Context: an optimization exercise on an open-source flow, tuned for small area. The choices shown serve that exercise and are no tape-out recipe.
Only simulation tests tie the RTL to the original design; equivalence was not proved.

--- flow/standard.sh ---
#!/bin/bash
# synth_recipe.tcl (not shown) runs the flow's synth.tcl, then flattens the netlist and writes it again
# the make line also repeats each setting of config.mk as NAME=value (left out here)
make -C /OpenROAD-flow-scripts/flow DESIGN_CONFIG=/design/flow/config.mk WORK_HOME=/design/flow/orfs CLKGATE_MAP_FILE= SYNTH_SCRIPT=/design/flow/synth_recipe.tcl "${@:-finish}"
--- flow/design.v ---
module eth_crc32_gen (
  input         clk,
  input         rst_n,
  input         data_vld,
  input         data_eop,
  input         data_sop,
  input  [63:0] data_in,
  input  [2:0]  data_be,
  output [31:0] crc_out,
  output reg    crc_vld
);
  reg  [31:0] crc_n;
  wire [31:0] crc_d_n;
  wire [7:0]  sel;      
  wire        nsop;
  cg_dec u_dec (.be(data_be), .sop(data_sop), .sel(sel), .nsop(nsop));
  wire [63:0] y;
  wire [31:0] sd;       
  assign y[63:32] = data_in[63:32];
  genvar g;
  generate for (g = 0; g < 32; g = g + 1) begin : sg
    cg_nd2 un (.a(crc_n[g]), .b(nsop), .y(sd[g]));
    cg_x2 ux (.a(data_in[g]), .b(sd[g]), .y(y[g]));
  end endgenerate
  wire [63:0] xs;
  generate for (g = 0; g < 8; g = g + 1) begin : lg
    cg_nd2 ul0_0 (.a(sel[0]), .b(y[0+g]), .y(xs[0+g]));
    cg_a22o ul1_0 (.a1(sel[0]), .a2(y[8+g]), .b1(sel[1]), .b2(y[0+g]), .y(xs[8+g]));
    cg_a222oi ul2_0 (.a1(sel[0]), .a2(y[16+g]), .b1(sel[1]), .b2(y[8+g]), .c1(sel[2]), .c2(y[0+g]), .y(xs[16+g]));
    wire l3_0;
    cg_a222oi ul3_0 (.a1(sel[0]), .a2(y[24+g]), .b1(sel[1]), .b2(y[16+g]), .c1(sel[2]), .c2(y[8+g]), .y(l3_0));
    wire l3_1;
    cg_nd2 ul3_1 (.a(sel[3]), .b(y[0+g]), .y(l3_1));
    cg_nd2 ul3_n (.a(l3_0), .b(l3_1), .y(xs[24+g]));
    wire l4_0;
    cg_a222oi ul4_0 (.a1(sel[0]), .a2(y[32+g]), .b1(sel[1]), .b2(y[24+g]), .c1(sel[2]), .c2(y[16+g]), .y(l4_0));
    wire l4_1;
    cg_nd2 ul4_1 (.a(sel[3]), .b(y[8+g]), .y(l4_1));
    wire l4_2;
    cg_nd2 ul4_2 (.a(sel[4]), .b(y[0+g]), .y(l4_2));
    cg_nd3 ul4_n (.a(l4_0), .b(l4_1), .c(l4_2), .y(xs[32+g]));
    wire l5_0;
    cg_a222oi ul5_0 (.a1(sel[0]), .a2(y[40+g]), .b1(sel[1]), .b2(y[32+g]), .c1(sel[2]), .c2(y[24+g]), .y(l5_0));
    wire l5_1;
    cg_a222oi ul5_1 (.a1(sel[3]), .a2(y[16+g]), .b1(sel[4]), .b2(y[8+g]), .c1(sel[5]), .c2(y[0+g]), .y(l5_1));
    cg_nd2 ul5_n (.a(l5_0), .b(l5_1), .y(xs[40+g]));
    wire l6_0;
    cg_a222oi ul6_0 (.a1(sel[0]), .a2(y[48+g]), .b1(sel[1]), .b2(y[40+g]), .c1(sel[2]), .c2(y[32+g]), .y(l6_0));
    wire l6_1;
    cg_a222oi ul6_1 (.a1(sel[3]), .a2(y[24+g]), .b1(sel[4]), .b2(y[16+g]), .c1(sel[5]), .c2(y[8+g]), .y(l6_1));
    wire l6_2;
    cg_nd2 ul6_2 (.a(sel[6]), .b(y[0+g]), .y(l6_2));
    cg_nd3 ul6_n (.a(l6_0), .b(l6_1), .c(l6_2), .y(xs[48+g]));
    wire l7_0;
    cg_a222oi ul7_0 (.a1(sel[0]), .a2(y[56+g]), .b1(sel[1]), .b2(y[48+g]), .c1(sel[2]), .c2(y[40+g]), .y(l7_0));
    wire l7_1;
    cg_a222oi ul7_1 (.a1(sel[3]), .a2(y[32+g]), .b1(sel[4]), .b2(y[24+g]), .c1(sel[5]), .c2(y[16+g]), .y(l7_1));
    wire l7_2;
    cg_nd2 ul7_2 (.a(sel[6]), .b(y[8+g]), .y(l7_2));
    wire l7_3;
    cg_nd2 ul7_3 (.a(sel[7]), .b(y[0+g]), .y(l7_3));
    cg_nd4 ul7_n (.a(l7_0), .b(l7_1), .c(l7_2), .d(l7_3), .y(xs[56+g]));
  end endgenerate
  wire [23:0] tl;
  generate for (g = 0; g < 8; g = g + 1) begin : tg
    cg_a222oi ut0_0 (.a1(sel[7]), .a2(sd[8+g]), .b1(sel[6]), .b2(sd[16+g]), .c1(sel[5]), .c2(sd[24+g]), .y(tl[g]));
    cg_a22o ut1_0 (.a1(sel[7]), .a2(sd[16+g]), .b1(sel[6]), .b2(sd[24+g]), .y(tl[8+g]));
    cg_nd2 ut2_0 (.a(sel[7]), .b(sd[24+g]), .y(tl[16+g]));
  end endgenerate
  wire t88; cg_x2 ux88 (.a(xs[3]), .b(xs[13]), .y(t88));
  wire t89; cg_x2 ux89 (.a(xs[19]), .b(xs[39]), .y(t89));
  wire t90; cg_x2 ux90 (.a(xs[11]), .b(xs[12]), .y(t90));
  wire t91; cg_x2 ux91 (.a(xs[6]), .b(xs[16]), .y(t91));
  wire t92; cg_x2 ux92 (.a(xs[5]), .b(xs[32]), .y(t92));
  wire t93; cg_x2 ux93 (.a(xs[4]), .b(xs[9]), .y(t93));
  wire t94; cg_x2 ux94 (.a(xs[36]), .b(xs[54]), .y(t94));
  wire t95; cg_x2 ux95 (.a(xs[8]), .b(xs[37]), .y(t95));
  wire t96; cg_x2 ux96 (.a(xs[7]), .b(xs[46]), .y(t96));
  wire t97; cg_x2 ux97 (.a(xs[30]), .b(xs[55]), .y(t97));
  wire t98; cg_x2 ux98 (.a(xs[10]), .b(xs[56]), .y(t98));
  wire t99; cg_x2 ux99 (.a(xs[47]), .b(t88), .y(t99));
  wire t100; cg_x2 ux100 (.a(xs[18]), .b(xs[38]), .y(t100));
  wire t101; cg_x2 ux101 (.a(xs[2]), .b(xs[15]), .y(t101));
  wire t102; cg_x2 ux102 (.a(xs[14]), .b(t93), .y(t102));
  wire t103; cg_x2 ux103 (.a(xs[34]), .b(xs[52]), .y(t103));
  wire t104; cg_x2 ux104 (.a(xs[63]), .b(t89), .y(t104));
  wire t105; cg_x2 ux105 (.a(xs[35]), .b(xs[60]), .y(t105));
  wire t106; cg_x2 ux106 (.a(xs[31]), .b(xs[61]), .y(t106));
  wire t107; cg_x2 ux107 (.a(xs[23]), .b(xs[43]), .y(t107));
  wire t108; cg_x2 ux108 (.a(xs[21]), .b(xs[41]), .y(t108));
  wire t109; cg_x2 ux109 (.a(xs[51]), .b(xs[59]), .y(t109));
  wire t110; cg_x2 ux110 (.a(xs[25]), .b(xs[45]), .y(t110));
  wire t111; cg_x2 ux111 (.a(xs[50]), .b(xs[57]), .y(t111));
  wire t112; cg_x2 ux112 (.a(xs[42]), .b(xs[58]), .y(t112));
  wire t113; cg_x2 ux113 (.a(xs[24]), .b(xs[44]), .y(t113));
  wire t114; cg_x2 ux114 (.a(xs[49]), .b(t92), .y(t114));
  wire t115; cg_x2 ux115 (.a(xs[26]), .b(xs[53]), .y(t115));
  wire t116; cg_x2 ux116 (.a(xs[20]), .b(xs[40]), .y(t116));
  wire t117; cg_x2 ux117 (.a(xs[0]), .b(xs[17]), .y(t117));
  wire t118; cg_x2 ux118 (.a(xs[22]), .b(t91), .y(t118));
  wire t119; cg_x2 ux119 (.a(xs[62]), .b(t111), .y(t119));
  wire t120; cg_x2 ux120 (.a(t90), .b(t108), .y(t120));
  wire t121; cg_x2 ux121 (.a(xs[1]), .b(t94), .y(t121));
  wire t122; cg_x2 ux122 (.a(xs[48]), .b(t97), .y(t122));
  wire t123; cg_x2 ux123 (.a(xs[27]), .b(t114), .y(t123));
  wire t124; cg_x2 ux124 (.a(xs[33]), .b(xs[35]), .y(t124));
  wire t125; cg_x2 ux125 (.a(xs[29]), .b(t121), .y(t125));
  wire t126; cg_x2 ux126 (.a(t95), .b(t101), .y(t126));
  wire t127; cg_x2 ux127 (.a(xs[28]), .b(xs[34]), .y(t127));
  wire t128; cg_x2 ux128 (.a(xs[60]), .b(t122), .y(t128));
  wire t129; cg_x2 ux129 (.a(t98), .b(t106), .y(t129));
  wire t130; cg_x2 ux130 (.a(xs[5]), .b(t116), .y(t130));
  wire t131; cg_x2 ux131 (.a(xs[12]), .b(t107), .y(t131));
  wire t132; cg_x2 ux132 (.a(xs[7]), .b(t112), .y(t132));
  wire t133; cg_x2 ux133 (.a(xs[3]), .b(xs[11]), .y(t133));
  wire t134; cg_x2 ux134 (.a(t103), .b(t110), .y(t134));
  wire t135; cg_x2 ux135 (.a(t105), .b(t120), .y(t135));
  wire t136; cg_x2 ux136 (.a(xs[43]), .b(t102), .y(t136));
  wire t137; cg_x2 ux137 (.a(xs[16]), .b(xs[25]), .y(t137));
  wire t138; cg_x2 ux138 (.a(xs[33]), .b(t109), .y(t138));
  wire t139; cg_x2 ux139 (.a(xs[26]), .b(t104), .y(t139));
  wire t140; cg_x2 ux140 (.a(xs[29]), .b(t115), .y(t140));
  wire t141; cg_x2 ux141 (.a(xs[62]), .b(t100), .y(t141));
  wire t142; cg_x2 ux142 (.a(xs[21]), .b(t113), .y(t142));
  wire t143; cg_x2 ux143 (.a(xs[13]), .b(t117), .y(t143));
  wire t144; cg_x2 ux144 (.a(xs[2]), .b(xs[22]), .y(t144));
  wire t145; cg_x2 ux145 (.a(xs[45]), .b(t96), .y(t145));
  wire t146; cg_x2 ux146 (.a(xs[61]), .b(t143), .y(t146));
  wire t147; cg_x2 ux147 (.a(xs[48]), .b(xs[63]), .y(t147));
  wire t148; cg_x2 ux148 (.a(xs[38]), .b(t102), .y(t148));
  wire t149; cg_x2 ux149 (.a(xs[58]), .b(t91), .y(t149));
  wire t150; cg_x2 ux150 (.a(xs[1]), .b(t132), .y(t150));
  wire t151; cg_x2 ux151 (.a(t99), .b(t119), .y(t151));
  wire t152; cg_x2 ux152 (.a(xs[30]), .b(t123), .y(t152));
  wire t153; cg_x2 ux153 (.a(xs[27]), .b(t124), .y(t153));
  wire t154; cg_x2 ux154 (.a(xs[36]), .b(t131), .y(t154));
  wire t155; cg_x2 ux155 (.a(xs[28]), .b(xs[62]), .y(t155));
  wire t156; cg_x2 ux156 (.a(xs[24]), .b(t99), .y(t156));
  wire t157; cg_x2 ux157 (.a(xs[50]), .b(xs[58]), .y(t157));
  wire t158; cg_x2 ux158 (.a(xs[37]), .b(t127), .y(t158));
  wire t159; cg_x2 ux159 (.a(xs[57]), .b(xs[59]), .y(t159));
  wire t160; cg_x2 ux160 (.a(xs[59]), .b(t98), .y(t160));
  wire t161; cg_x2 ux161 (.a(xs[10]), .b(xs[32]), .y(t161));
  wire t162; cg_x2 ux162 (.a(xs[0]), .b(t126), .y(t162));
  wire t163; cg_x2 ux163 (.a(xs[1]), .b(t105), .y(t163));
  wire t164; cg_x2 ux164 (.a(xs[31]), .b(xs[39]), .y(t164));
  wire t165; cg_x2 ux165 (.a(xs[28]), .b(t139), .y(t165));
  wire t166; cg_x2 ux166 (.a(xs[54]), .b(t90), .y(t166));
  wire t167; cg_x2 ux167 (.a(xs[44]), .b(t96), .y(t167));
  wire t168; cg_x2 ux168 (.a(xs[34]), .b(t100), .y(t168));
  wire t169; cg_x2 ux169 (.a(xs[8]), .b(xs[20]), .y(t169));
  wire t170; cg_x2 ux170 (.a(t104), .b(t118), .y(t170));
  wire t171; cg_x2 ux171 (.a(xs[40]), .b(xs[42]), .y(t171));
  wire t172; cg_x2 ux172 (.a(xs[41]), .b(t167), .y(t172));
  wire t173; cg_x2 ux173 (.a(xs[17]), .b(t140), .y(t173));
  wire t174; cg_x2 ux174 (.a(t103), .b(t137), .y(t174));
  wire t175; cg_x2 ux175 (.a(t113), .b(t133), .y(t175));
  wire t176; cg_x2 ux176 (.a(xs[4]), .b(t165), .y(t176));
  wire t177; cg_x2 ux177 (.a(xs[6]), .b(t89), .y(t177));
  wire t178; cg_x2 ux178 (.a(t110), .b(t119), .y(t178));
  wire t179; cg_x2 ux179 (.a(xs[33]), .b(xs[55]), .y(t179));
  wire t180; cg_x2 ux180 (.a(t138), .b(t146), .y(t180));
  wire t181; cg_x2 ux181 (.a(xs[55]), .b(t158), .y(t181));
  wire t182; cg_x2 ux182 (.a(t110), .b(t175), .y(t182));
  wire t183; cg_x2 ux183 (.a(xs[47]), .b(t95), .y(t183));
  wire t184; cg_x2 ux184 (.a(xs[22]), .b(xs[61]), .y(t184));
  wire t185; cg_x2 ux185 (.a(xs[41]), .b(t154), .y(t185));
  wire t186; cg_x2 ux186 (.a(xs[15]), .b(t113), .y(t186));
  wire t187; cg_x2 ux187 (.a(xs[4]), .b(xs[7]), .y(t187));
  wire t188; cg_x2 ux188 (.a(t137), .b(t151), .y(t188));
  wire t189; cg_x2 ux189 (.a(xs[9]), .b(t169), .y(t189));
  wire t190; cg_x2 ux190 (.a(xs[49]), .b(t101), .y(t190));
  wire t191; cg_x2 ux191 (.a(xs[51]), .b(xs[57]), .y(t191));
  wire t192; cg_x2 ux192 (.a(xs[14]), .b(xs[23]), .y(t192));
  wire t193; cg_x2 ux193 (.a(t96), .b(t125), .y(t193));
  wire t194; cg_x2 ux194 (.a(xs[39]), .b(t173), .y(t194));
  wire t195; cg_x2 ux195 (.a(xs[6]), .b(xs[46]), .y(t195));
  wire t196; cg_x2 ux196 (.a(xs[14]), .b(xs[35]), .y(t196));
  wire t197; cg_x2 ux197 (.a(t88), .b(t107), .y(t197));
  wire t198; cg_x2 ux198 (.a(t93), .b(t94), .y(t198));
  wire t199; cg_x2 ux199 (.a(t145), .b(t161), .y(t199));
  wire t200; cg_x2 ux200 (.a(t118), .b(t168), .y(t200));
  wire t201; cg_x2 ux201 (.a(t135), .b(t200), .y(t201));
  wire t202; cg_x2 ux202 (.a(xs[24]), .b(t166), .y(t202));
  wire t203; cg_x2 ux203 (.a(t141), .b(t197), .y(t203));
  wire t204; cg_x2 ux204 (.a(t109), .b(t155), .y(t204));
  wire t205; cg_x2 ux205 (.a(xs[49]), .b(t159), .y(t205));
  wire t206; cg_x2 ux206 (.a(xs[0]), .b(t95), .y(t206));
  wire t207; cg_x2 ux207 (.a(xs[4]), .b(xs[57]), .y(t207));
  wire t208; cg_x2 ux208 (.a(xs[2]), .b(xs[39]), .y(t208));
  wire t209; cg_x2 ux209 (.a(t96), .b(t141), .y(t209));
  wire t210; cg_x2 ux210 (.a(t127), .b(t142), .y(t210));
  wire t211; cg_x2 ux211 (.a(t106), .b(t156), .y(t211));
  wire t212; cg_x2 ux212 (.a(t114), .b(t129), .y(t212));
  wire t213; cg_x2 ux213 (.a(t142), .b(t160), .y(t213));
  wire t214; cg_x2 ux214 (.a(t112), .b(t119), .y(t214));
  wire t215; cg_x2 ux215 (.a(t186), .b(t207), .y(t215));
  wire t216; cg_x2 ux216 (.a(t128), .b(t129), .y(t216));
  wire t217; cg_x2 ux217 (.a(xs[56]), .b(t174), .y(t217));
  wire t218; cg_x2 ux218 (.a(t102), .b(t214), .y(t218));
  wire t219; cg_x2 ux219 (.a(xs[10]), .b(xs[16]), .y(t219));
  wire t220; cg_x2 ux220 (.a(xs[31]), .b(t140), .y(t220));
  wire t221; cg_x2 ux221 (.a(xs[15]), .b(t152), .y(t221));
  wire t222; cg_x2 ux222 (.a(xs[19]), .b(t92), .y(t222));
  wire t223; cg_x2 ux223 (.a(xs[52]), .b(t117), .y(t223));
  wire t224; cg_x2 ux224 (.a(xs[32]), .b(t136), .y(t224));
  wire t225; cg_x2 ux225 (.a(t99), .b(t128), .y(t225));
  wire t226; cg_x2 ux226 (.a(t105), .b(t131), .y(t226));
  wire t227; cg_x2 ux227 (.a(xs[17]), .b(t89), .y(t227));
  wire t228; cg_x2 ux228 (.a(xs[36]), .b(t130), .y(t228));
  wire t229; cg_x2 ux229 (.a(t198), .b(t209), .y(t229));
  wire t230; cg_x2 ux230 (.a(xs[13]), .b(xs[48]), .y(t230));
  wire t231; cg_x2 ux231 (.a(t150), .b(t203), .y(t231));
  wire t232; cg_x2 ux232 (.a(xs[8]), .b(t144), .y(t232));
  wire t233; cg_x2 ux233 (.a(t116), .b(t133), .y(t233));
  wire t234; cg_x2 ux234 (.a(xs[56]), .b(t201), .y(t234));
  wire t235; cg_x2 ux235 (.a(t148), .b(t185), .y(t235));
  wire t236; cg_x2 ux236 (.a(xs[38]), .b(t126), .y(t236));
  wire t237; cg_x2 ux237 (.a(t124), .b(t191), .y(t237));
  wire t238; cg_x2 ux238 (.a(t164), .b(t228), .y(t238));
  wire t239; cg_x2 ux239 (.a(xs[54]), .b(t99), .y(t239));
  wire t240; cg_x2 ux240 (.a(t106), .b(t157), .y(t240));
  wire t241; cg_x2 ux241 (.a(t199), .b(t208), .y(t241));
  wire t242; cg_x2 ux242 (.a(xs[23]), .b(xs[63]), .y(t242));
  wire t243; cg_x2 ux243 (.a(xs[18]), .b(t125), .y(t243));
  wire t244; cg_x2 ux244 (.a(xs[27]), .b(t134), .y(t244));
  wire t245; cg_x2 ux245 (.a(t103), .b(t162), .y(t245));
  wire t246; cg_x2 ux246 (.a(t188), .b(t193), .y(t246));
  wire t247; cg_x2 ux247 (.a(tl[0]), .b(t103), .y(t247));
  wire t248; cg_x2 ux248 (.a(t247), .b(t121), .y(t248));
  wire t249; cg_x2 ux249 (.a(t248), .b(t122), .y(t249));
  wire t250; cg_x2 ux250 (.a(t249), .b(t148), .y(t250));
  wire t251; cg_x2 ux251 (.a(t250), .b(t149), .y(t251));
  wire t252; cg_x2 ux252 (.a(t251), .b(t153), .y(t252));
  wire t253; cg_x2 ux253 (.a(t252), .b(t161), .y(t253));
  wire t254; cg_x2 ux254 (.a(t253), .b(t227), .y(t254));
  cg_x2 uo0 (.a(t254), .b(t233), .y(crc_d_n[0]));
  wire t255; cg_x2 ux255 (.a(xs[18]), .b(xs[53]), .y(t255));
  wire t256; cg_x2 ux256 (.a(t255), .b(tl[1]), .y(t256));
  wire t257; cg_x2 ux257 (.a(t256), .b(t117), .y(t257));
  wire t258; cg_x2 ux258 (.a(t257), .b(t120), .y(t258));
  wire t259; cg_x2 ux259 (.a(t258), .b(t124), .y(t259));
  wire t260; cg_x2 ux260 (.a(t259), .b(t160), .y(t260));
  wire t261; cg_x2 ux261 (.a(t260), .b(t181), .y(t261));
  wire t262; cg_x2 ux262 (.a(t261), .b(t187), .y(t262));
  wire t263; cg_x2 ux263 (.a(t262), .b(t190), .y(t263));
  cg_xn2 uo1 (.a(t263), .b(t238), .y(crc_d_n[1]));
  wire t264; cg_x2 ux264 (.a(tl[2]), .b(t88), .y(t264));
  wire t265; cg_x2 ux265 (.a(t264), .b(t111), .y(t265));
  wire t266; cg_x2 ux266 (.a(t265), .b(t125), .y(t266));
  wire t267; cg_x2 ux267 (.a(t266), .b(t171), .y(t267));
  wire t268; cg_x2 ux268 (.a(t267), .b(t206), .y(t268));
  wire t269; cg_x2 ux269 (.a(t268), .b(t222), .y(t269));
  cg_x2 uo2 (.a(t269), .b(t234), .y(crc_d_n[2]));
  wire t270; cg_x2 ux270 (.a(xs[20]), .b(xs[37]), .y(t270));
  wire t271; cg_x2 ux271 (.a(t270), .b(tl[3]), .y(t271));
  wire t272; cg_x2 ux272 (.a(t271), .b(t97), .y(t272));
  wire t273; cg_x2 ux273 (.a(t272), .b(t144), .y(t273));
  wire t274; cg_x2 ux274 (.a(t273), .b(t146), .y(t274));
  wire t275; cg_x2 ux275 (.a(t274), .b(t150), .y(t275));
  wire t276; cg_x2 ux276 (.a(t275), .b(t177), .y(t276));
  wire t277; cg_x2 ux277 (.a(t276), .b(t235), .y(t277));
  cg_xn2 uo3 (.a(t277), .b(t237), .y(crc_d_n[3]));
  wire t278; cg_x2 ux278 (.a(xs[14]), .b(tl[4]), .y(t278));
  wire t279; cg_x2 ux279 (.a(t278), .b(t213), .y(t279));
  wire t280; cg_x2 ux280 (.a(t279), .b(t231), .y(t280));
  wire t281; cg_x2 ux281 (.a(t280), .b(t238), .y(t281));
  cg_x2 uo4 (.a(t281), .b(t245), .y(crc_d_n[4]));
  wire t282; cg_x2 ux282 (.a(xs[40]), .b(xs[53]), .y(t282));
  wire t283; cg_x2 ux283 (.a(t282), .b(tl[5]), .y(t283));
  wire t284; cg_x2 ux284 (.a(t283), .b(t108), .y(t284));
  wire t285; cg_x2 ux285 (.a(t284), .b(t159), .y(t285));
  wire t286; cg_x2 ux286 (.a(t285), .b(t163), .y(t286));
  wire t287; cg_x2 ux287 (.a(t286), .b(t170), .y(t287));
  wire t288; cg_x2 ux288 (.a(t287), .b(t182), .y(t288));
  wire t289; cg_x2 ux289 (.a(t288), .b(t224), .y(t289));
  cg_xn2 uo5 (.a(t289), .b(t236), .y(crc_d_n[5]));
  wire t290; cg_x2 ux290 (.a(xs[6]), .b(xs[26]), .y(t290));
  wire t291; cg_x2 ux291 (.a(t290), .b(xs[42]), .y(t291));
  wire t292; cg_x2 ux292 (.a(t291), .b(tl[6]), .y(t292));
  wire t293; cg_x2 ux293 (.a(t292), .b(t90), .y(t293));
  wire t294; cg_x2 ux294 (.a(t293), .b(t101), .y(t294));
  wire t295; cg_x2 ux295 (.a(t294), .b(t122), .y(t295));
  wire t296; cg_x2 ux296 (.a(t295), .b(t163), .y(t296));
  wire t297; cg_x2 ux297 (.a(t296), .b(t172), .y(t297));
  wire t298; cg_x2 ux298 (.a(t297), .b(t184), .y(t298));
  wire t299; cg_x2 ux299 (.a(t298), .b(t192), .y(t299));
  wire t300; cg_x2 ux300 (.a(t299), .b(t222), .y(t300));
  cg_x2 uo6 (.a(t300), .b(t244), .y(crc_d_n[6]));
  wire t301; cg_x2 ux301 (.a(xs[0]), .b(xs[42]), .y(t301));
  wire t302; cg_x2 ux302 (.a(t301), .b(xs[56]), .y(t302));
  wire t303; cg_x2 ux303 (.a(t302), .b(tl[7]), .y(t303));
  wire t304; cg_x2 ux304 (.a(t303), .b(t91), .y(t304));
  wire t305; cg_x2 ux305 (.a(t304), .b(t115), .y(t305));
  wire t306; cg_x2 ux306 (.a(t305), .b(t145), .y(t306));
  wire t307; cg_x2 ux307 (.a(t306), .b(t153), .y(t307));
  wire t308; cg_x2 ux308 (.a(t307), .b(t154), .y(t308));
  wire t309; cg_x2 ux309 (.a(t308), .b(t155), .y(t309));
  wire t310; cg_x2 ux310 (.a(t309), .b(t169), .y(t310));
  wire t311; cg_x2 ux311 (.a(t310), .b(t190), .y(t311));
  cg_x2 uo7 (.a(t311), .b(t211), .y(crc_d_n[7]));
  wire t312; cg_x2 ux312 (.a(xs[17]), .b(xs[27]), .y(t312));
  wire t313; cg_x2 ux313 (.a(t312), .b(tl[8]), .y(t313));
  wire t314; cg_x2 ux314 (.a(t313), .b(t95), .y(t314));
  wire t315; cg_x2 ux315 (.a(t314), .b(t147), .y(t315));
  wire t316; cg_x2 ux316 (.a(t315), .b(t210), .y(t316));
  wire t317; cg_x2 ux317 (.a(t316), .b(t224), .y(t317));
  cg_x2 uo8 (.a(t317), .b(t246), .y(crc_d_n[8]));
  wire t318; cg_x2 ux318 (.a(xs[44]), .b(xs[47]), .y(t318));
  wire t319; cg_x2 ux319 (.a(t318), .b(xs[51]), .y(t319));
  wire t320; cg_x2 ux320 (.a(t319), .b(tl[9]), .y(t320));
  wire t321; cg_x2 ux321 (.a(t320), .b(t118), .y(t321));
  wire t322; cg_x2 ux322 (.a(t321), .b(t123), .y(t322));
  wire t323; cg_x2 ux323 (.a(t322), .b(t126), .y(t323));
  wire t324; cg_x2 ux324 (.a(t323), .b(t134), .y(t324));
  wire t325; cg_x2 ux325 (.a(t324), .b(t165), .y(t325));
  wire t326; cg_x2 ux326 (.a(t325), .b(t233), .y(t326));
  cg_xn2 uo9 (.a(t326), .b(t243), .y(crc_d_n[9]));
  wire t327; cg_x2 ux327 (.a(tl[10]), .b(t115), .y(t327));
  wire t328; cg_x2 ux328 (.a(t327), .b(t120), .y(t328));
  wire t329; cg_x2 ux329 (.a(t328), .b(t125), .y(t329));
  wire t330; cg_x2 ux330 (.a(t329), .b(t157), .y(t330));
  wire t331; cg_x2 ux331 (.a(t330), .b(t158), .y(t331));
  wire t332; cg_x2 ux332 (.a(t331), .b(t192), .y(t332));
  cg_x2 uo10 (.a(t332), .b(t241), .y(crc_d_n[10]));
  wire t333; cg_x2 ux333 (.a(xs[22]), .b(xs[29]), .y(t333));
  wire t334; cg_x2 ux334 (.a(t333), .b(xs[46]), .y(t334));
  wire t335; cg_x2 ux335 (.a(t334), .b(tl[11]), .y(t335));
  wire t336; cg_x2 ux336 (.a(t335), .b(t97), .y(t336));
  wire t337; cg_x2 ux337 (.a(t336), .b(t109), .y(t337));
  wire t338; cg_x2 ux338 (.a(t337), .b(t153), .y(t338));
  wire t339; cg_x2 ux339 (.a(t338), .b(t156), .y(t339));
  wire t340; cg_x2 ux340 (.a(t339), .b(t166), .y(t340));
  wire t341; cg_x2 ux341 (.a(t340), .b(t171), .y(t341));
  cg_x2 uo11 (.a(t341), .b(t236), .y(crc_d_n[11]));
  wire t342; cg_x2 ux342 (.a(xs[28]), .b(tl[12]), .y(t342));
  wire t343; cg_x2 ux343 (.a(t342), .b(t164), .y(t343));
  wire t344; cg_x2 ux344 (.a(t343), .b(t217), .y(t344));
  wire t345; cg_x2 ux345 (.a(t344), .b(t225), .y(t345));
  cg_xn2 uo12 (.a(t345), .b(t235), .y(crc_d_n[12]));
  wire t346; cg_x2 ux346 (.a(xs[37]), .b(tl[13]), .y(t346));
  wire t347; cg_x2 ux347 (.a(t346), .b(t171), .y(t347));
  wire t348; cg_x2 ux348 (.a(t347), .b(t194), .y(t348));
  wire t349; cg_x2 ux349 (.a(t348), .b(t196), .y(t349));
  wire t350; cg_x2 ux350 (.a(t349), .b(t212), .y(t350));
  wire t351; cg_x2 ux351 (.a(t350), .b(t215), .y(t351));
  cg_x2 uo13 (.a(t351), .b(t230), .y(crc_d_n[13]));
  wire t352; cg_x2 ux352 (.a(xs[11]), .b(xs[14]), .y(t352));
  wire t353; cg_x2 ux353 (.a(t352), .b(xs[33]), .y(t353));
  wire t354; cg_x2 ux354 (.a(t353), .b(xs[40]), .y(t354));
  wire t355; cg_x2 ux355 (.a(t354), .b(xs[41]), .y(t355));
  wire t356; cg_x2 ux356 (.a(t355), .b(xs[43]), .y(t356));
  wire t357; cg_x2 ux357 (.a(t356), .b(tl[14]), .y(t357));
  wire t358; cg_x2 ux358 (.a(t357), .b(t94), .y(t358));
  wire t359; cg_x2 ux359 (.a(t358), .b(t100), .y(t359));
  wire t360; cg_x2 ux360 (.a(t359), .b(t149), .y(t360));
  wire t361; cg_x2 ux361 (.a(t360), .b(t178), .y(t361));
  cg_xn2 uo14 (.a(t361), .b(t221), .y(crc_d_n[14]));
  wire t362; cg_x2 ux362 (.a(xs[12]), .b(xs[15]), .y(t362));
  wire t363; cg_x2 ux363 (.a(t362), .b(xs[17]), .y(t363));
  wire t364; cg_x2 ux364 (.a(t363), .b(xs[31]), .y(t364));
  wire t365; cg_x2 ux365 (.a(t364), .b(xs[50]), .y(t365));
  wire t366; cg_x2 ux366 (.a(t365), .b(tl[15]), .y(t366));
  wire t367; cg_x2 ux367 (.a(t366), .b(t91), .y(t367));
  wire t368; cg_x2 ux368 (.a(t367), .b(t112), .y(t368));
  wire t369; cg_x2 ux369 (.a(t368), .b(t138), .y(t369));
  wire t370; cg_x2 ux370 (.a(t369), .b(t139), .y(t370));
  wire t371; cg_x2 ux371 (.a(t370), .b(t172), .y(t371));
  cg_x2 uo15 (.a(t371), .b(t181), .y(crc_d_n[15]));
  wire t372; cg_x2 ux372 (.a(xs[8]), .b(xs[11]), .y(t372));
  wire t373; cg_x2 ux373 (.a(t372), .b(xs[45]), .y(t373));
  wire t374; cg_x2 ux374 (.a(t373), .b(tl[16]), .y(t374));
  wire t375; cg_x2 ux375 (.a(t374), .b(t98), .y(t375));
  wire t376; cg_x2 ux376 (.a(t375), .b(t132), .y(t376));
  wire t377; cg_x2 ux377 (.a(t376), .b(t136), .y(t377));
  wire t378; cg_x2 ux378 (.a(t377), .b(t138), .y(t378));
  wire t379; cg_x2 ux379 (.a(t378), .b(t177), .y(t379));
  wire t380; cg_x2 ux380 (.a(t379), .b(t225), .y(t380));
  cg_xn2 uo16 (.a(t380), .b(t243), .y(crc_d_n[16]));
  wire t381; cg_x2 ux381 (.a(xs[19]), .b(tl[17]), .y(t381));
  wire t382; cg_x2 ux382 (.a(t381), .b(t90), .y(t382));
  wire t383; cg_x2 ux383 (.a(t382), .b(t130), .y(t383));
  wire t384; cg_x2 ux384 (.a(t383), .b(t136), .y(t384));
  wire t385; cg_x2 ux385 (.a(t384), .b(t167), .y(t385));
  wire t386; cg_x2 ux386 (.a(t385), .b(t205), .y(t386));
  wire t387; cg_x2 ux387 (.a(t386), .b(t216), .y(t387));
  cg_xn2 uo17 (.a(t387), .b(t245), .y(crc_d_n[17]));
  wire t388; cg_x2 ux388 (.a(xs[1]), .b(xs[15]), .y(t388));
  wire t389; cg_x2 ux389 (.a(t388), .b(xs[38]), .y(t389));
  wire t390; cg_x2 ux390 (.a(t389), .b(xs[44]), .y(t390));
  wire t391; cg_x2 ux391 (.a(t390), .b(xs[45]), .y(t391));
  wire t392; cg_x2 ux392 (.a(t391), .b(xs[53]), .y(t392));
  wire t393; cg_x2 ux393 (.a(t392), .b(tl[18]), .y(t393));
  wire t394; cg_x2 ux394 (.a(t393), .b(t135), .y(t394));
  wire t395; cg_x2 ux395 (.a(t394), .b(t149), .y(t395));
  wire t396; cg_x2 ux396 (.a(t395), .b(t151), .y(t396));
  wire t397; cg_x2 ux397 (.a(t396), .b(t189), .y(t397));
  cg_xn2 uo18 (.a(t397), .b(t212), .y(crc_d_n[18]));
  wire t398; cg_x2 ux398 (.a(xs[21]), .b(tl[19]), .y(t398));
  wire t399; cg_x2 ux399 (.a(t398), .b(t90), .y(t399));
  wire t400; cg_x2 ux400 (.a(t399), .b(t94), .y(t400));
  wire t401; cg_x2 ux401 (.a(t400), .b(t118), .y(t401));
  wire t402; cg_x2 ux402 (.a(t401), .b(t147), .y(t402));
  wire t403; cg_x2 ux403 (.a(t402), .b(t180), .y(t403));
  wire t404; cg_x2 ux404 (.a(t403), .b(t218), .y(t404));
  cg_xn2 uo19 (.a(t404), .b(t241), .y(crc_d_n[19]));
  wire t405; cg_x2 ux405 (.a(xs[20]), .b(tl[20]), .y(t405));
  wire t406; cg_x2 ux406 (.a(t405), .b(t109), .y(t406));
  wire t407; cg_x2 ux407 (.a(t406), .b(t170), .y(t407));
  wire t408; cg_x2 ux408 (.a(t407), .b(t183), .y(t408));
  wire t409; cg_x2 ux409 (.a(t408), .b(t221), .y(t409));
  wire t410; cg_x2 ux410 (.a(t409), .b(t226), .y(t410));
  wire t411; cg_x2 ux411 (.a(t410), .b(t229), .y(t411));
  cg_x2 uo20 (.a(t411), .b(t230), .y(crc_d_n[20]));
  wire t412; cg_x2 ux412 (.a(xs[11]), .b(tl[21]), .y(t412));
  wire t413; cg_x2 ux413 (.a(t412), .b(t152), .y(t413));
  wire t414; cg_x2 ux414 (.a(t413), .b(t163), .y(t414));
  wire t415; cg_x2 ux415 (.a(t414), .b(t187), .y(t415));
  wire t416; cg_x2 ux416 (.a(t415), .b(t206), .y(t416));
  wire t417; cg_x2 ux417 (.a(t416), .b(t210), .y(t417));
  wire t418; cg_x2 ux418 (.a(t417), .b(t239), .y(t418));
  wire t419; cg_x2 ux419 (.a(t418), .b(t240), .y(t419));
  cg_x2 uo21 (.a(t419), .b(t242), .y(crc_d_n[21]));
  wire t420; cg_x2 ux420 (.a(xs[3]), .b(xs[29]), .y(t420));
  wire t421; cg_x2 ux421 (.a(t420), .b(xs[30]), .y(t421));
  wire t422; cg_x2 ux422 (.a(t421), .b(tl[22]), .y(t422));
  wire t423; cg_x2 ux423 (.a(t422), .b(t130), .y(t423));
  wire t424; cg_x2 ux424 (.a(t423), .b(t202), .y(t424));
  wire t425; cg_x2 ux425 (.a(t424), .b(t204), .y(t425));
  wire t426; cg_x2 ux426 (.a(t425), .b(t219), .y(t426));
  wire t427; cg_x2 ux427 (.a(t426), .b(t227), .y(t427));
  wire t428; cg_x2 ux428 (.a(t427), .b(t232), .y(t428));
  wire t429; cg_x2 ux429 (.a(t428), .b(t240), .y(t429));
  cg_x2 uo22 (.a(t429), .b(t244), .y(crc_d_n[22]));
  wire t430; cg_x2 ux430 (.a(xs[18]), .b(xs[25]), .y(t430));
  wire t431; cg_x2 ux431 (.a(t430), .b(xs[32]), .y(t431));
  wire t432; cg_x2 ux432 (.a(t431), .b(tl[23]), .y(t432));
  wire t433; cg_x2 ux433 (.a(t432), .b(t88), .y(t433));
  wire t434; cg_x2 ux434 (.a(t433), .b(t93), .y(t434));
  wire t435; cg_x2 ux435 (.a(t434), .b(t97), .y(t435));
  wire t436; cg_x2 ux436 (.a(t435), .b(t116), .y(t436));
  wire t437; cg_x2 ux437 (.a(t436), .b(t135), .y(t437));
  wire t438; cg_x2 ux438 (.a(t437), .b(t195), .y(t438));
  wire t439; cg_x2 ux439 (.a(t438), .b(t204), .y(t439));
  wire t440; cg_x2 ux440 (.a(t439), .b(t220), .y(t440));
  wire t441; cg_x2 ux441 (.a(t440), .b(t223), .y(t441));
  cg_xn2 uo23 (.a(t441), .b(t242), .y(crc_d_n[23]));
  wire t442; cg_x2 ux442 (.a(xs[9]), .b(xs[55]), .y(t442));
  wire t443; cg_x2 ux443 (.a(t442), .b(t130), .y(t443));
  wire t444; cg_x2 ux444 (.a(t443), .b(t132), .y(t444));
  wire t445; cg_x2 ux445 (.a(t444), .b(t147), .y(t445));
  wire t446; cg_x2 ux446 (.a(t445), .b(t194), .y(t446));
  wire t447; cg_x2 ux447 (.a(t446), .b(t211), .y(t447));
  cg_xn2 uo24 (.a(t447), .b(t234), .y(crc_d_n[24]));
  wire t448; cg_x2 ux448 (.a(t120), .b(t179), .y(t448));
  wire t449; cg_x2 ux449 (.a(t448), .b(t184), .y(t449));
  wire t450; cg_x2 ux450 (.a(t449), .b(t189), .y(t450));
  wire t451; cg_x2 ux451 (.a(t450), .b(t205), .y(t451));
  wire t452; cg_x2 ux452 (.a(t451), .b(t217), .y(t452));
  cg_x2 uo25 (.a(t452), .b(t231), .y(crc_d_n[25]));
  wire t453; cg_x2 ux453 (.a(xs[34]), .b(t104), .y(t453));
  wire t454; cg_x2 ux454 (.a(t453), .b(t115), .y(t454));
  wire t455; cg_x2 ux455 (.a(t454), .b(t143), .y(t455));
  wire t456; cg_x2 ux456 (.a(t455), .b(t213), .y(t456));
  wire t457; cg_x2 ux457 (.a(t456), .b(t218), .y(t457));
  wire t458; cg_x2 ux458 (.a(t457), .b(t226), .y(t458));
  cg_xn2 uo26 (.a(t458), .b(t232), .y(crc_d_n[26]));
  wire t459; cg_x2 ux459 (.a(t92), .b(t100), .y(t459));
  wire t460; cg_x2 ux460 (.a(t459), .b(t107), .y(t460));
  wire t461; cg_x2 ux461 (.a(t460), .b(t128), .y(t461));
  wire t462; cg_x2 ux462 (.a(t461), .b(t134), .y(t462));
  wire t463; cg_x2 ux463 (.a(t462), .b(t170), .y(t463));
  wire t464; cg_x2 ux464 (.a(t463), .b(t180), .y(t464));
  cg_xn2 uo27 (.a(t464), .b(t215), .y(crc_d_n[27]));
  wire t465; cg_x2 ux465 (.a(xs[23]), .b(t115), .y(t465));
  wire t466; cg_x2 ux466 (.a(t465), .b(t123), .y(t466));
  wire t467; cg_x2 ux467 (.a(t466), .b(t182), .y(t467));
  wire t468; cg_x2 ux468 (.a(t467), .b(t216), .y(t468));
  cg_xn2 uo28 (.a(t468), .b(t229), .y(crc_d_n[28]));
  wire t469; cg_x2 ux469 (.a(t123), .b(t129), .y(t469));
  wire t470; cg_x2 ux470 (.a(t469), .b(t176), .y(t470));
  wire t471; cg_x2 ux471 (.a(t470), .b(t178), .y(t471));
  wire t472; cg_x2 ux472 (.a(t471), .b(t179), .y(t472));
  wire t473; cg_x2 ux473 (.a(t472), .b(t183), .y(t473));
  wire t474; cg_x2 ux474 (.a(t473), .b(t195), .y(t474));
  cg_xn2 uo29 (.a(t474), .b(t202), .y(crc_d_n[29]));
  wire t475; cg_x2 ux475 (.a(xs[5]), .b(xs[12]), .y(t475));
  wire t476; cg_x2 ux476 (.a(t475), .b(xs[30]), .y(t476));
  wire t477; cg_x2 ux477 (.a(t476), .b(xs[51]), .y(t477));
  wire t478; cg_x2 ux478 (.a(t477), .b(t98), .y(t478));
  wire t479; cg_x2 ux479 (.a(t478), .b(t176), .y(t479));
  wire t480; cg_x2 ux480 (.a(t479), .b(t196), .y(t480));
  wire t481; cg_x2 ux481 (.a(t480), .b(t223), .y(t481));
  cg_x2 uo30 (.a(t481), .b(t246), .y(crc_d_n[30]));
  wire t482; cg_x2 ux482 (.a(xs[9]), .b(t92), .y(t482));
  wire t483; cg_x2 ux483 (.a(t482), .b(t104), .y(t483));
  wire t484; cg_x2 ux484 (.a(t483), .b(t162), .y(t484));
  wire t485; cg_x2 ux485 (.a(t484), .b(t168), .y(t485));
  wire t486; cg_x2 ux486 (.a(t485), .b(t219), .y(t486));
  wire t487; cg_x2 ux487 (.a(t486), .b(t220), .y(t487));
  wire t488; cg_x2 ux488 (.a(t487), .b(t237), .y(t488));
  cg_x2 uo31 (.a(t488), .b(t239), .y(crc_d_n[31]));
  always @(posedge clk) begin
    crc_n   <= crc_d_n;
    crc_vld <= rst_n & data_vld & data_eop;
  end
  assign crc_out = crc_n;
endmodule
module cg_dec (input [2:0] be, input sop, output [7:0] sel, output nsop);
  assign sel[0] = (be == 3'd0);
  assign sel[1] = (be == 3'd7);
  assign sel[2] = (be == 3'd6);
  assign sel[3] = (be == 3'd5);
  assign sel[4] = (be == 3'd4);
  assign sel[5] = (be == 3'd3);
  assign sel[6] = (be == 3'd2);
  assign sel[7] = (be == 3'd1);
  assign nsop = ~sop;
endmodule
module cg_nd2 (input a, input b, output y);
  assign y = ~(a & b);
endmodule
module cg_a22o (input a1, input a2, input b1, input b2, output y);
  assign y = (a1 & a2) | (b1 & b2);
endmodule
module cg_a222oi (input a1, input a2, input b1, input b2, input c1, input c2, output y);
  assign y = ~((a1 & a2) | (b1 & b2) | (c1 & c2));
endmodule
module cg_nd4 (input a, input b, input c, input d, output y);
  assign y = ~(a & b & c & d);
endmodule
module cg_nd3 (input a, input b, input c, output y);
  assign y = ~(a & b & c);
endmodule
module cg_x2 (input a, input b, output y);
  assign y = a ^ b;
endmodule
module cg_xn2 (input a, input b, output y);
  assign y = ~(a ^ b);
endmodule
--- flow/config.mk ---
export PLATFORM = sky130hd
export DESIGN_NAME = eth_crc32_gen
export DESIGN_NICKNAME = eth_crc32_gen
export VERILOG_FILES = /design/flow/design.v
export SDC_FILE = /design/flow/constraint.sdc
export NUM_CORES = 4
export LEC_CHECK = 0
export CAP_MARGIN = 0
export CORE_MARGIN = 2
export CORE_UTILIZATION = 40
export SETUP_SLACK_MARGIN = 0.4
export SLEW_MARGIN = 0
export SYNTH_HIERARCHICAL = 1
export SYNTH_MINIMUM_KEEP_SIZE = 0
--- flow/flow/run.sh ---
#!/bin/bash
# The standard layout, except that the port buffers are plain buf_1 cells
# (buffer_ports otherwise picks clkdlybuf4s50_1, which is 2.7x larger).
# Every port still gets its own buffer. All output goes to standard.log.
set -euo pipefail
export BUFFER_PORTS_ARGS="-buffer_cell sky130_fd_sc_hd__buf_1"
bash standard.sh > standard.log 2>&1
--- flow/constraint.sdc ---
create_clock -name core_clock -period 9.0 [get_ports {clk}]
set_input_delay 1.8000 -clock core_clock [delete_from_list [all_inputs] [get_ports {clk}]]
set_output_delay 1.8000 -clock core_clock [all_outputs]
set_load 0.01 [all_outputs]
==> results of run 1 <==
Yosys cell counts, drive strengths merged:
master,count
nor3,1
and3b,3
xnor2,16
a222oi,80
nand3,16
dfxtp,33
nor3b,3
nand2,112
inv,1
and3,2
a22o,16
nand4,8
xor2,449
state kept, by name, summed over array words and instances, names as in the netlist:
| signal | count |
|---|---|
| crc_n | 32 |
| crc_vld | 1 |
per-module statistics from Yosys, one instance, submodules excluded:
module | cell area, µm² | times used | flops+latches | cells inside
eth_crc32_gen | 666.9 | 1 | 33 | 34
cg_dec | 68.82 | 1 | 0 | 9
cg_a222oi | 10.01 | 80 | 0 | 1
cg_a22o | 8.758 | 16 | 0 | 1
cg_x2 | 8.758 | 449 | 0 | 1
cg_xn2 | 8.758 | 16 | 0 | 1
cg_nd4 | 6.256 | 8 | 0 | 1
cg_nd3 | 5.005 | 16 | 0 | 1
cg_nd2 | 3.754 | 112 | 0 | 1
cell families (layout without fill, tap and decap cells):
kind of cell,after synthesis,after routing,share of synthesized area
compound gates,96,96,0.1494
xor+xnor,465,465,0.6465
buf+inv,1,126,0.0005953
flops,33,33,0.1049
simple gates,145,145,0.09871
final timing paths:
kind                                 from         to
worst max-delay path             data_sop  crc_n[29]
worst min-delay path            crc_n[20]  crc_n[12]
worst max register to register  crc_n[16]  crc_n[21]
worst min register to register  crc_n[20]  crc_n[12]
per-layer routing:
| metal | up-vias | routed length (µm) | track usage | share of wire |
|---|---|---|---|---|
| met5 | - | 0 | 0 | 0 |
| met4 | 0 | 749 | 0.08792 | 0.028 |
| met3 | 44 | 2243 | 0.05285 | 0.084 |
| met2 | 344 | 11750 | 0.4836 | 0.44 |
| met1 | 3005 | 12070 | 0.4579 | 0.45 |
| li1 | 2875 | - | - | - |
through the flow:
stage,hold WS (ps),worst slack [ps],cell area [µm²]
global route,1364,2053,7268
floorplan,1045,1982,6305
global placement,1209,2080,7078
finish,1224,2344,7268
CTS,1225,2406,7268
detailed placement,1206,2104,7078
worst reg2reg max path, cell delays in order (launching register included):
cell,delay [ps]
dfxtp_1,360
nand2_1,110
xor2_1,270
a222oi_1,320
nand3_1,370
xor2_1,610
xor2_1,310
xor2_1,430
xor2_1,300
xor2_1,240
xor2_1,220
xor2_1,270
xor2_1,200
xor2_1,200
xor2_1,190
xor2_1,190
xor2_1,150
layout make-up:
type | instances | area, µm² | area share
clock buffer | 5 | 125.1 | 0.01721
clock inverter | 3 | 65.06 | 0.008952
inverter | 1 | 3.754 | 0.0005164
multi-input combinational | 706 | 5662 | 0.7790
sequential | 33 | 660.6 | 0.09089
tap | 211 | 264.0 | 0.03632
timing repair buffer | 117 | 488.0 | 0.06714
==> flow_summary_export.csv, run 1 <==
group,metric,value,unit
clock_network,cts_tree,"yes",
timing,fin_setup_tns,0,ps
critical_path,endpoint_kind,"flip-flop",
critical_path,crit_cells,17,
timing,hold_violations,0,
placement,numPortBuffers,104,
logic_synthesis,synth_area_leaders,"xor2_1, a222oi_1, dfxtp_1, nand2_1, a22o_1",
run_status,status,"no timing/DRC/antenna violations",
clock_network,cts_root_buf,"clkbuf_16",
placement,dp.final_hpwl,21690,µm
logic_synthesis,yosys.area.top_type_share,0.6242,
drt,drtAntennaViolNets,0,
grt,globalRouteTotalUtil,0.3164,
clock_network,cts_buffers,5,
hold_path,hold_path_depth,7,
critical_path,critPathTopFamily,"XOR/XNOR gates",
critical_path,r2r_setup_slack,4210,ps
critical_path,arrival,6880,ps
clock_network,cts_hold_buf,0,
drt,firstDrtPassIters,8,
critical_path,cp_num_buf_inv,3,
grt,grt_first_pass_wirelength,38380,µm
finish,finish.utilization,0.4746,
finish,fin_cells,1076,
timing,worst-slew-pin-transition,1157,ps
clock_network,post_cts_buffers,0,
timing,slew_viol_final,0,
finish,layout.cells.most_common,"xor2_1",
grt,grt_pass1_vias,5740,
critical_path,path_cells,"buf_1 -> inv_1 -> buf_4 -> nand2_1 -> xor2_1 -> a222oi_1 -> xor2_1 -> xor2_1 -> xor2_1 -> xor2_1 -> xor2_1 -> xor2_1 -> xor2_1 -> xor2_1 -> xor2_1 -> xor2_1 -> xnor2_1",
placement,gp_congestion,1.056,
logic_synthesis,yosysWarningCount,7,
clock_network,clock-sinks,33,
timing,fin_crit_sh,0.7395,
finish,final_nets,936,
drt,viasPerCell,5.825,
critical_path,r2r_cells,16,
logic_synthesis,yosysSeqAreaShare,0.1049,
drt,wirelength,26810,µm
critical_path,worstPathMaxFanout,17,
finish,area_growth,15.37,%
floorplan,start_util,0.4114,
clock_network,clk_pin_slew,60,ps
timing,slew_headroom,0.2288,
clock_network,cts.htree.levels,2,
timing,layout_min_cycle_time,6656,ps
critical_path,cpPeakStageDelay,780,ps
clock_network,cts.path.max_buffers,2,
critical_path,crit_path_top_delay_cell,"a222oi_1",
timing,max_freq,0.1502,GHz
critical_path,worstPathRequired,9230,ps
floorplan,die_area,16770,µm²
floorplan,pin_count,105,
timing,clock_skew,6.881,ps
hold_path,min_path_type,"reg2reg",
logic_synthesis,synthCells,740,
drt,drcViolationCount,0,
logic_synthesis,synth_cell_types,14,
timing,rsz0062_at_grt,"false",
placement,dp_cells,1068,
finish,most-common-layout-cells,"xor2_1, nand2_1, buf_1",
clock_network,clk-insertion-delay-late,300,ps
drt,routedWlPerCell,24.92,µm
logic_synthesis,synth_top_area_cell,"xor2_1",
floorplan,die_h,129.5,µm
floorplan,die_w,129.5,µm
clock_network,cts_resized,0,
floorplan,coreArea,15310,µm²
grt,overflow,0,
floorplan,row_count,45,
critical_path,path_common_cell,"xor2_1",
drt,drt_iter0_markers,964,
finish,fillerInstances,1588,
logic_synthesis,ys_ff_latch,33,
timing,setup_viol_count_final,0,
grt,grt_max_degree,41,
flow_run,drv_cap,0,
critical_path,start_kind,"input pin",
grt,antenna_found_initial,0,
logic_synthesis,syn_area_per_cell,8.513,µm²
finish,layout-drive-gt1-share,0.03353,
critical_path,critPathKind,"in2reg",
finish,n_antenna_cell,0,
logic_synthesis,syn-cell-area,6300,µm²
drt,via_count,6268,
logic_synthesis,syn-num-nets,812,
==> run 2: changes to the inputs <==
--- a/flow/config.mk
+++ b/flow/config.mk
@@ -7,3 +7,3 @@
 export LEC_CHECK = 0
-export CAP_MARGIN = 0
+export CAP_MARGIN = 20
 export CORE_MARGIN = 2
@@ -11,3 +11,3 @@
 export SETUP_SLACK_MARGIN = 0.4
-export SLEW_MARGIN = 0
+export SLEW_MARGIN = 20
 export SYNTH_HIERARCHICAL = 1
==> run 2 against run 1 <==
Effect of this change: register-to-register slack got worse by 20 ps; still clean; design area barely moved; die area did not move; global-route usage did not move; flip-flop and latch count did not move; final cell count barely moved.
==> flow_summary_export.csv, run 2 <==
group,metric,value,unit
timing,layout_min_cycle_time,6678,ps
placement,numPortBuffers,104,
grt,grt_pass1_vias,5740,
run_status,status,"no timing/DRC/antenna violations",
finish,most-common-layout-cells,"xor2_1, nand2_1, buf_1",
critical_path,crit_path_top_delay_cell,"a222oi_1",
grt,grt_max_degree,41,
timing,fin_setup_tns,0,ps
logic_synthesis,yosys.area.top_type_share,0.6242,
finish,largestRegisters,"crc_n x32, crc_vld x1",
clock_network,cts.htree.levels,2,
grt,globalRouteTotalUtil,0.3164,
logic_synthesis,synthCells,740,
critical_path,r2r-end,"crc_n[21]",
clock_network,clock-sinks,33,
critical_path,cp-startpoint,"data_sop",
clock_network,cts_buffers,5,
logic_synthesis,syn_area_per_cell,8.513,µm²
floorplan,row_count,45,
critical_path,cp-endpoint,"crc_n[29]",
floorplan,start_util,0.4114,
logic_synthesis,synth_top_area_cell,"xor2_1",
floorplan,coreArea,15310,µm²
logic_synthesis,async_reset_ff_frac,0,
drt,via_count,6275,
clock_network,clk_pin_slew,60,ps
drt,firstDrtPassIters,12,
timing,clock_skew,7.209,ps
timing,max_freq,0.1497,GHz
logic_synthesis,synth_common_cells,"xor2_1, nand2_1, a222oi_1, dfxtp_1",
clock_network,cts_resized,0,
timing,slew_viol_final,0,
clock_network,cts_root_buf,"clkbuf_16",
finish,fillerInstances,1589,
logic_synthesis,yosysWarningCount,7,
clock_network,post_cts_buffers,0,
logic_synthesis,synth_flop_cell,"dfxtp_1",
floorplan,die_h,129.5,µm
grt,antenna_found_initial,0,
critical_path,r2r_cells,16,
critical_path,critPathKind,"in2reg",
drt,wirelength,26920,µm
clock_network,cts_tree,"yes",
logic_synthesis,synth.most_common_cell,"xor2_1",
timing,hold_violations,0,
logic_synthesis,synth_area_leaders,"xor2_1, a222oi_1, dfxtp_1, nand2_1, a22o_1",
critical_path,cpPeakStageDelay,780,ps
logic_synthesis,synth_cell_types,14,
finish,largest_reg_flops,32,
clock_network,cts.path.max_buffers,2,
logic_synthesis,syn-num-nets,812,
finish,layout-drive-gt1-share,0.03464,
hold_path,min_path_type,"reg2reg",
grt,grt_first_pass_wirelength,38380,µm
drt,routedWlPerCell,25.00,µm
floorplan,die_w,129.5,µm
placement,dp_worst_setup_slack,2104,ps
critical_path,path_common_cell,"xor2_1",
finish,final_nets,937,
logic_synthesis,yosysSeqAreaShare,0.1049,
timing,timing.hold.ws,1225,ps
finish,finish.utilization,0.4749,
timing,setup_viol_count_final,0,
floorplan,die_area,16770,µm²
grt,overflow,0,
timing,fin_ws,2322,ps
placement,dp.final_hpwl,21690,µm
finish,area_growth,15.45,%
placement,gp_congestion,1.056,
logic_synthesis,synth-edff-count,0,
critical_path,worstPathRequired,9230,ps
timing,slew_headroom,0.3641,
clock_network,clk-insertion-delay-late,300,ps
critical_path,worstPathMaxFanout,17,
critical_path,path_cells,"buf_1 -> inv_1 -> buf_4 -> nand2_1 -> xor2_1 -> a222oi_1 -> xor2_1 -> xor2_1 -> xor2_1 -> xor2_1 -> xor2_1 -> xor2_1 -> xor2_1 -> xor2_1 -> xor2_1 -> xor2_1 -> xnor2_1",
floorplan,pin_count,105,
drt,drt_iter0_markers,1012,
critical_path,endpoint_kind,"flip-flop",
timing,rsz0062_at_grt,"false",
finish,n_antenna_cell,0,
clock_network,cts_hold_buf,0,
finish,layout.cells.most_common,"xor2_1",
drt,viasPerCell,5.826,
timing,fin_crit_sh,0.7420,
flow_run,drv_cap,0,
finish,largest-register,"crc_n",
critical_path,start_kind,"input pin",
drt,drcViolationCount,0,
critical_path,r2r_setup_slack,4190,ps
timing,worst-slew-pin-transition,950.7,ps
logic_synthesis,syn-cell-area,6300,µm²
logic_synthesis,ys_ff_latch,33,
critical_path,arrival,6910,ps
drt,drtAntennaViolNets,0,
critical_path,r2r_start,"crc_n[16]",
## run 2: cell counts after synthesis
Identical to the previous run, type by type.
## run 2: critical path: cells and delay by family
kind                   cells  cell delay, ps
XOR/XNOR                  12            3270
buffers and inverters      3             870
AO/OA/AOI/OAI              1             780
AND/OR/NAND/NOR            1             140
## run 2: cells by family after synthesis
kind of cell    count (synthesis)  share of synthesized area
compound gates                 96                     0.1494
xor+xnor                      465                     0.6465
buf+inv                         1                  0.0005953
flops                          33                     0.1049
simple gates                  145                    0.09871
## run 2: modules after synthesis, one instance, submodules excluded
module / flops+latches / area, µm² / cells / copies in the design
cg_nd4: 0 / 6.256 / 1 / 8
cg_dec: 0 / 68.82 / 9 / 1
cg_a22o: 0 / 8.758 / 1 / 16
cg_xn2: 0 / 8.758 / 1 / 16
cg_nd3: 0 / 5.005 / 1 / 16
cg_x2: 0 / 8.758 / 1 / 449
eth_crc32_gen: 33 / 666.9 / 34 / 1
cg_nd2: 0 / 3.754 / 1 / 112
cg_a222oi: 0 / 10.01 / 1 / 80
## run 2: routing by layer
metal,track usage,share of wire,vias up
met1,0.4579,0.45,3003
met2,0.4836,0.43,352
met3,0.05285,0.087,44
li1,-,-,2876
met5,0,0,-
met4,0.08792,0.029,0
## run 2: worst min-delay path by stage
stage	from	endpoint	slack, ps	depth (start not counted)
floorplan	crc_n[0]	crc_n[29]	1050	6
global placement	crc_n[20]	crc_n[12]	1210	7
detailed placement	crc_n[12]	crc_n[4]	1210	7
CTS	crc_n[12]	crc_n[4]	1230	7
global route	crc_n[20]	crc_n[12]	1360	7
finish	crc_n[20]	crc_n[12]	1220	7
## run 2: layout make-up
type                            instances  area (µm²)  share of cell area
Inverter                                1       3.754           0.0005161
Timing Repair Buffer                  118       493.0             0.06778
Clock inverter                          3       65.06            0.008945
Clock buffer                            5       125.1             0.01720
Sequential cell                        33       660.6             0.09083
Multi-Input combinational cell        706        5662              0.7784
Tap cell                              211       264.0             0.03630
## run 2: metrics by stage
step	instance area (µm²)	instances
2_1_floorplan	6305	740
3_3_place_gp	7078	1068
3_5_place_dp	7078	1068
4_1_cts	7268	1076
5_1_grt	7273	1077
6_report	7273	1077
==> run 3: changes to the inputs <==
--- a/flow/config.mk
+++ b/flow/config.mk
@@ -10,2 +10,3 @@
 export CORE_UTILIZATION = 40
+export CTS_BUF_LIST = sky130_fd_sc_hd__clkbuf_8
 export SETUP_SLACK_MARGIN = 0.4
==> run 3 against run 2 <==
Effect of this change: worst hold slack better by 5.4 ps; critical endpoint unchanged; utilization down 0.37 points; maximum frequency up 1.2%; non-clock buffer count unchanged; highest routed layer unchanged; die area unchanged; critical path depth unchanged; synthesized cell count unchanged; still clean on timing, DRC and antenna.
==> flow_summary_export.csv, run 3 <==
group,metric,value,unit
timing,hold_violations,0,
critical_path,start_kind,"input pin",
grt,grt_pass1_vias,5755,
clock_network,cts.htree.levels,2,
logic_synthesis,synth_top_area_cell,"xor2_1",
clock_network,clk_pin_slew,90,ps
hold_path,hold_path_depth,7,
timing,fin_setup_tns,0,ps
finish,area_growth,14.56,%
logic_synthesis,yosys.area.top_type_share,0.6242,
finish,final_nets,937,
logic_synthesis,ys_ff_latch,33,
grt,grt_first_pass_wirelength,38450,µm
timing,slew_headroom,0.3787,
timing,fin_crit_sh,0.7331,
grt,globalRouteTotalUtil,0.3178,
clock_network,cts_hold_buf,0,
finish,n_antenna_cell,0,
finish,largest_reg_flops,32,
drt,drcViolationCount,0,
placement,numPortBuffers,104,
grt,overflow,0,
logic_synthesis,syn-cell-area,6300,µm²
hold_path,min_path_type,"reg2reg",
timing,layout_min_cycle_time,6597,ps
placement,dp_cells,1068,
critical_path,critPathKind,"in2reg",
critical_path,path_cells,"buf_1 -> inv_1 -> buf_4 -> nand2_1 -> xor2_1 -> a222oi_1 -> xor2_1 -> xor2_1 -> xor2_1 -> xor2_1 -> xor2_1 -> xor2_1 -> xor2_1 -> xor2_1 -> xor2_1 -> xor2_1 -> xnor2_1",
clock_network,cts_root_buf,"clkbuf_8",
logic_synthesis,synth_common_cells,"xor2_1, nand2_1, a222oi_1, dfxtp_1",
placement,dp.final_hpwl,21690,µm
floorplan,coreArea,15310,µm²
critical_path,r2r_cells,16,
timing,timing.hold.ws,1230,ps
drt,firstDrtPassIters,10,
logic_synthesis,synth_flop_cell,"dfxtp_1",
flow_run,drv_cap,0,
logic_synthesis,synth_area_leaders,"xor2_1, a222oi_1, dfxtp_1, nand2_1, a22o_1",
placement,gp_congestion,1.056,
finish,most-common-layout-cells,"xor2_1, nand2_1, buf_1",
run_status,status,"no timing/DRC/antenna violations",
floorplan,pin_count,105,
drt,drt_iter0_markers,1060,
clock_network,cts.path.max_buffers,2,
logic_synthesis,synth-edff-count,0,
grt,grt_max_degree,41,
critical_path,r2r_start,"crc_n[16]",
critical_path,r2r-end,"crc_n[21]",
critical_path,arrival,6860,ps
logic_synthesis,syn_area_per_cell,8.513,µm²
floorplan,start_util,0.4114,
logic_synthesis,yosysSeqAreaShare,0.1049,
logic_synthesis,syn-num-nets,812,
logic_synthesis,yosysWarningCount,7,
clock_network,clk-insertion-delay-late,320,ps
finish,fin_cells,1077,
floorplan,die_area,16770,µm²
drt,routedWlPerCell,24.98,µm
timing,clock_skew,13.48,ps
finish,layout.cells.most_common,"xor2_1",
timing,setup_viol_count_final,0,
critical_path,endpoint_kind,"flip-flop",
floorplan,die_h,129.5,µm
drt,drtAntennaViolNets,0,
critical_path,r2r_setup_slack,4200,ps
timing,slew_viol_final,0,
hold_path,whs_endpoint,"crc_n[12]",
clock_network,clock-sinks,33,
grt,antenna_found_initial,0,
critical_path,worstPathRequired,9260,ps
logic_synthesis,async_reset_ff_frac,0,
drt,wirelength,26900,µm
critical_path,crit_path_top_delay_cell,"a222oi_1",
finish,layout-drive-gt1-share,0.03464,
clock_network,post_cts_buffers,0,
clock_network,cts_resized,0,
logic_synthesis,synth.most_common_cell,"xor2_1",
drt,viasPerCell,5.833,
clock_network,cts_buffers,5,
logic_synthesis,synthCells,740,
logic_synthesis,synth_cell_types,14,
timing,rsz0062_at_grt,"false",
critical_path,cpPeakStageDelay,770,ps
floorplan,row_count,45,
drt,via_count,6282,
timing,max_freq,0.1516,GHz
finish,largest-register,"crc_n",
finish,largestRegisters,"crc_n x32, crc_vld x1",
floorplan,die_w,129.5,µm
critical_path,path_common_cell,"xor2_1",
clock_network,cts_tree,"yes",
hold_path,worstHoldStart,"crc_n[20]",
finish,fillerInstances,1597,
timing,worst-slew-pin-transition,929.0,ps
critical_path,worstPathMaxFanout,17,
[run 3: cell counts after synthesis]
No cell type changed its count.
[run 3: final cells by class]
type                            count  area (µm²)  share of cell area
Tap cell                          211       264.0             0.03658
Clock buffer                        5       68.82            0.009535
Sequential cell                    33       660.6             0.09154
Timing Repair Buffer              118       493.0             0.06831
Clock inverter                      3       65.06            0.009015
Inverter                            1       3.754           0.0005201
Multi-Input combinational cell    706        5662              0.7845
[run 3: worst max-delay path: cells and delay by family]
family / cells / cell delay (ps)
buffers and inverters: 3 / 870
XOR/XNOR: 12 / 3270
AO/OA/AOI/OAI: 1 / 770
AND/OR/NAND/NOR: 1 / 140
[run 3: per-layer routing]
metal	GRT usage	part of all wire
met3	0.05202	0.090
met1	0.4601	0.44
met5	0	0
met4	0.09614	0.033
met2	0.4824	0.43
[run 3: stage by stage]
stage	setup slack (ps)	cell area [µm²]	utilization
after global routing	2071	7217	0.4712
final	2403	7217	0.4712
after floorplan	1982	6305	-
after detailed placement	2104	7078	0.4622
after global placement	2080	7078	0.4622
after CTS	2430	7212	0.4709
[run 3: kinds of logic after synthesis]
kind of cell | Yosys count | share of synthesized area
DFF | 33 | 0.1049
AOI/OAI and AO/OA | 96 | 0.1494
and+or+nand+nor | 145 | 0.09871
buffers and inverters | 1 | 0.0005953
xor gates and xnor gates | 465 | 0.6465
[run 3: how the worst max path moves through the flow]
stage                     cells past startpoint  startpoint         to  slack, ps
final                                        17    data_sop  crc_n[29]       2400
after global routing                         17    data_sop  crc_n[29]       2070
after CTS                                    18    data_sop  crc_n[21]       2430
after detailed placement                     18    data_sop  crc_n[21]       2100
after global placement                       18    data_sop  crc_n[21]       2080
after floorplan                              15  data_be[2]  crc_n[21]       1980
[run 3: modules after synthesis (local to each module, per instance)]
module	flip-flops and latches	area, µm²
cg_a222oi	0	10.01
cg_a22o	0	8.758
cg_dec	0	68.82
cg_nd2	0	3.754
cg_nd3	0	5.005
cg_nd4	0	6.256
cg_x2	0	8.758
cg_xn2	0	8.758
eth_crc32_gen	33	666.9

==> static timing again, ports no longer ideal <==
In the flow no input, the clock included, has a driving cell. The finished layouts below were timed again as built, in two steps.
Step 1, drivers: a clkbuf_16 drives clk and a buf_2 each remaining input, both assumed.
Step 2 also shifts input and output timing later by t, the mid clock arrival at the registers, as if the neighbouring blocks saw the same clock.
Slacks: ideal / step 1 / step 2; pairs: ideal / step 1.
| run | t (ns) | setup WS [ns] | worst hold slack (ns) | slew at the worst register clock pin (ns) | pins driven straight from the clock port |
|---|---|---|---|---|---|
| run 1 | 0.333 | 2.344 / 2.359 / 2.027 | 1.224 / 1.224 / 1.224 | 0.07 / 0.07 | 1 |
| run 2 | 0.333 | 2.322 / 2.337 / 2.004 | 1.225 / 1.225 / 1.225 | 0.07 / 0.07 | 1 |
| run 3 | 0.352 | 2.403 / 2.417 / 2.064 | 1.230 / 1.230 / 1.230 | 0.09 / 0.09 | 1 |
After both steps setup and hold are still met in every run listed. The setup slack of run 3, which loses most, moves by +0.014 ns with the drivers and by -0.339 ns with both steps.
